From an optimization exercise on the open Yosys and OpenROAD flow, aimed at small area and few clock cycles; shortcuts taken in it are not production practice. Only simulation tests tie the RTL to the original design; equivalence was not proved. Power is estimated from default activity; no workload was simulated. No driver is modelled on the clock port, so clocking that relies on it looks cheaper here than on a real chip.

## icap_controller
module icap_controller
	(
		ACLK,
		ARESETN,
		S_AXIS_TREADY,
		S_AXIS_TDATA,
		S_AXIS_TLAST,
		S_AXIS_TVALID,
		ICAP_CE_N,
		ICAP_I
	);
	input                                     ACLK;
	input                                     ARESETN;
	output                                    S_AXIS_TREADY;
	input      [255 : 0]                      S_AXIS_TDATA;
	input                                     S_AXIS_TLAST;
	input                                     S_AXIS_TVALID;
	output                                    ICAP_CE_N;
	output     [31 : 0]                       ICAP_I;
	localparam K = 2;		 
	localparam L = 7;		 
	reg  [K-1:0]   wsel;		 
	reg  [K-1:0]   rsel;		 
	reg  [2:0]     part;		 
	wire [K-1:0]   head_v;
	wire [K-1:0]   in_rdy;
	wire [256*K-1:0] head_d;
	wire send = |(rsel & head_v);
	wire last = send & (part == 3'd7);
	wire acc  = S_AXIS_TVALID & |(wsel & in_rdy);
	genvar c, s;
	generate
		for (c = 0; c < K; c = c + 1) begin : ch
			reg  [256*L-1:0] d;
			reg  [L-1:0]     v;
			wire [L:0]       rdy;	 
			assign rdy[L] = rsel[c] & last;
			for (s = 0; s < L; s = s + 1) begin : st
				assign rdy[s] = ~v[s] | rdy[s+1];
				if (s == 0) begin : first
					always @(posedge ACLK)
						if (rdy[0]) d[255:0] <= S_AXIS_TDATA;
				end else begin : next
					always @(posedge ACLK)
						if (rdy[s]) d[s*256 +: 256] <= d[(s-1)*256 +: 256];
				end
			end
			always @(posedge ACLK or negedge ARESETN)
				if (!ARESETN) v <= {L{1'b0}};
				else v <= (rdy[L-1:0] & {v[L-2:0], acc & wsel[c]}) | (v & ~rdy[L-1:0]);
			assign head_v[c] = v[L-1];
			assign in_rdy[c] = rdy[0];
			assign head_d[c*256 +: 256] = d[(L-1)*256 +: 256];
		end
	endgenerate
	reg [255:0] head;
	integer i;
	always @(*) begin
		head = 256'd0;
		for (i = 0; i < K; i = i + 1)
			head = head | (head_d[i*256 +: 256] & {256{rsel[i]}});
	end
	always @(posedge ACLK or negedge ARESETN)
  ...
make LEC_CHECK=0 ABC_AREA=1 CAP_MARGIN=20 CORE_MARGIN=2 CORE_UTILIZATION=70 CTS_BUF_LIST=sky130_fd_sc_hd__clkbuf_16 CTS_CLUSTER_DIAMETER=100 CTS_CLUSTER_SIZE=30 SETUP_SLACK_MARGIN=0.3 SLEW_MARGIN=20 SYNTH_MEMORY_MAX_BITS=8192 finish   # period 6.0 ns
run.sh (not shown) runs the stock make flow with config.mk's settings and CLKGATE_MAP_FILE= SYNTH_SCRIPT=/design/flow/synth_recipe.tcl, a recipe that flattens the netlist after the stock synthesis.
The first run ran to the end with no violations.
Testbench counts at the start, summed over its fixed seeds: cycles 2,616.
Edit:
- ABC_AREA: 1 -> unset
- CORE_UTILIZATION: 70 -> 50
- CTS_BUF_LIST: sky130_fd_sc_hd__clkbuf_16 -> unset
- CTS_CLUSTER_DIAMETER: 100 -> unset
- CTS_CLUSTER_SIZE: 30 -> unset
Worst hold slack gets worse by 0.17 ns. Total power grows by 28%. Clock-buffer cell count grows by 300. Cell count grows by 11%. Routed wire length grows by 5.9%. Fmax shrinks by 1.2%. Setup slack gets worse by 0.069 ns. Utilization shrinks by 19 points.
Edit:
==> flow/flow/run.sh (new file) <==
#!/bin/bash
# The standard layout (the standard.sh, standard synthesis included), with two changes:
# the port buffers are the smallest buffer cell, and clock tree synthesis adds no dummy loads.
# make's full output goes to flow_make.log in the work folder; ORFS keeps each step's log
# under orfs/logs/.
set -euo pipefail
export BUFFER_PORTS_ARGS="-buffer_cell sky130_fd_sc_hd__buf_1"
export CTS_ARGS="-sink_clustering_enable -repair_clock_nets -sink_clustering_size 30 -sink_clustering_max_diameter 100 -buf_list sky130_fd_sc_hd__clkbuf_16 -dont_use_dummy_load"
bash standard.sh finish > flow_make.log 2>&1
==> flow/standard.sh (new file) <==
#!/bin/bash
# synth_recipe.tcl (not shown) runs the flow's synth.tcl, then flattens the netlist and writes it again
# the make line also repeats each setting of config.mk as NAME=value (left out here)
make -C /OpenROAD-flow-scripts/flow DESIGN_CONFIG=/design/flow/config.mk WORK_HOME=/design/flow/orfs CLKGATE_MAP_FILE= SYNTH_SCRIPT=/design/flow/synth_recipe.tcl "${@:-finish}"
- CORE_UTILIZATION: 50 -> 70
- CTS_BUF_LIST: unset -> sky130_fd_sc_hd__clkbuf_16
- CTS_CLUSTER_DIAMETER: unset -> 100
- CTS_CLUSTER_SIZE: unset -> 30
removed: flow/run.sh
After rerunning: Routed wire length falls by 12%. Hold slack is better by 0.12 ns. Total power is lower by 19%. Cell count drops by 16%. Combinational power shrinks by about 20%. Sequential share of layout area rises by 7.1 points. Area after synthesis is unchanged. Setup slack improves by 0.39 ns. Non-clock buffer count shrinks by 16. Core utilization climbs by 17 points. Maximum frequency goes up by 7.6%.
Edit:
==> flow/run.sh (new file) <==
#!/bin/bash
# synth_recipe.tcl (not shown) runs the flow's synth.tcl, then flattens the netlist and writes it again
# the make line also repeats each setting of config.mk as NAME=value (left out here)
make -C /OpenROAD-flow-scripts/flow DESIGN_CONFIG=/design/flow/config.mk WORK_HOME=/design/flow/orfs CLKGATE_MAP_FILE= SYNTH_SCRIPT=/design/flow/synth_recipe.tcl finish
- CORE_UTILIZATION: 70 -> 50
- CTS_BUF_LIST: sky130_fd_sc_hd__clkbuf_16 -> sky130_fd_sc_hd__clkbuf_8
- CTS_CLUSTER_DIAMETER: 100 -> 60
- CTS_CLUSTER_SIZE: 30 -> 16
removed: flow/flow/run.sh
removed: flow/standard.sh
Sequential power barely changes.
Wire length goes up by roughly a tenth.
Clock skew stays flat.
Total power goes up by a few percent.
Via count goes up by a few percent.
Hold slack gets worse by 0.24 ns.
Setup slack gets worse by 0.37 ns.
Register-to-register slack gets worse by 0.34 ns.
Cell area goes up by a few percent.
Edit:
- CORE_UTILIZATION: 50 -> 70
- CTS_BUF_LIST: sky130_fd_sc_hd__clkbuf_8 -> sky130_fd_sc_hd__clkbuf_16
- CTS_CLUSTER_DIAMETER: 60 -> 100
- CTS_CLUSTER_SIZE: 16 -> 30
Result: The changed run produced a clean layout. Final area decreases by 1.3%. Area after synthesis is unchanged. Routed wire length came out lower by 10%. Via count falls by about 1.9%. Power falls by 1.5%. Fmax goes up by about 1.6%. Critical path depth increases by 1. Global-route usage grows by 4.9 points.

==> port drivers added, routing unchanged <==
How much do the figures lean on ideal ports? The routed layouts below were timed once more, with nothing changed but the port constraints.
Step 1, drivers: a clkbuf_16 drives ACLK and a buf_2 each remaining input, both assumed.
Step 2, shift: input delay + t, output delay - t, t = (earliest + latest rising clock arrival at the registers) / 2. This alone moves slack from input paths to output paths.
Three values: no drivers, after step 1, after step 2; two values: the first two.
| run | shift t [ns] | setup WS [ns] | slew at the worst register clock pin (ns) |
|---|---|---|---|
| the first run | 0.880 | 0.487 / 0.399 / 1.279 | 0.11 / 0.11 |
| the second run | 1.010 | 0.418 / 0.326 / 1.335 | 0.07 / 0.07 |
| the third run | 0.867 | 0.811 / 0.732 / 1.599 | 0.11 / 0.11 |
| the fourth run | 1.117 | 0.440 / 0.352 / 1.453 | 0.10 / 0.10 |
| the fifth run | 0.860 | 0.526 / 0.449 / 1.309 | 0.11 / 0.11 |
After both steps setup and hold are still met in every run listed.
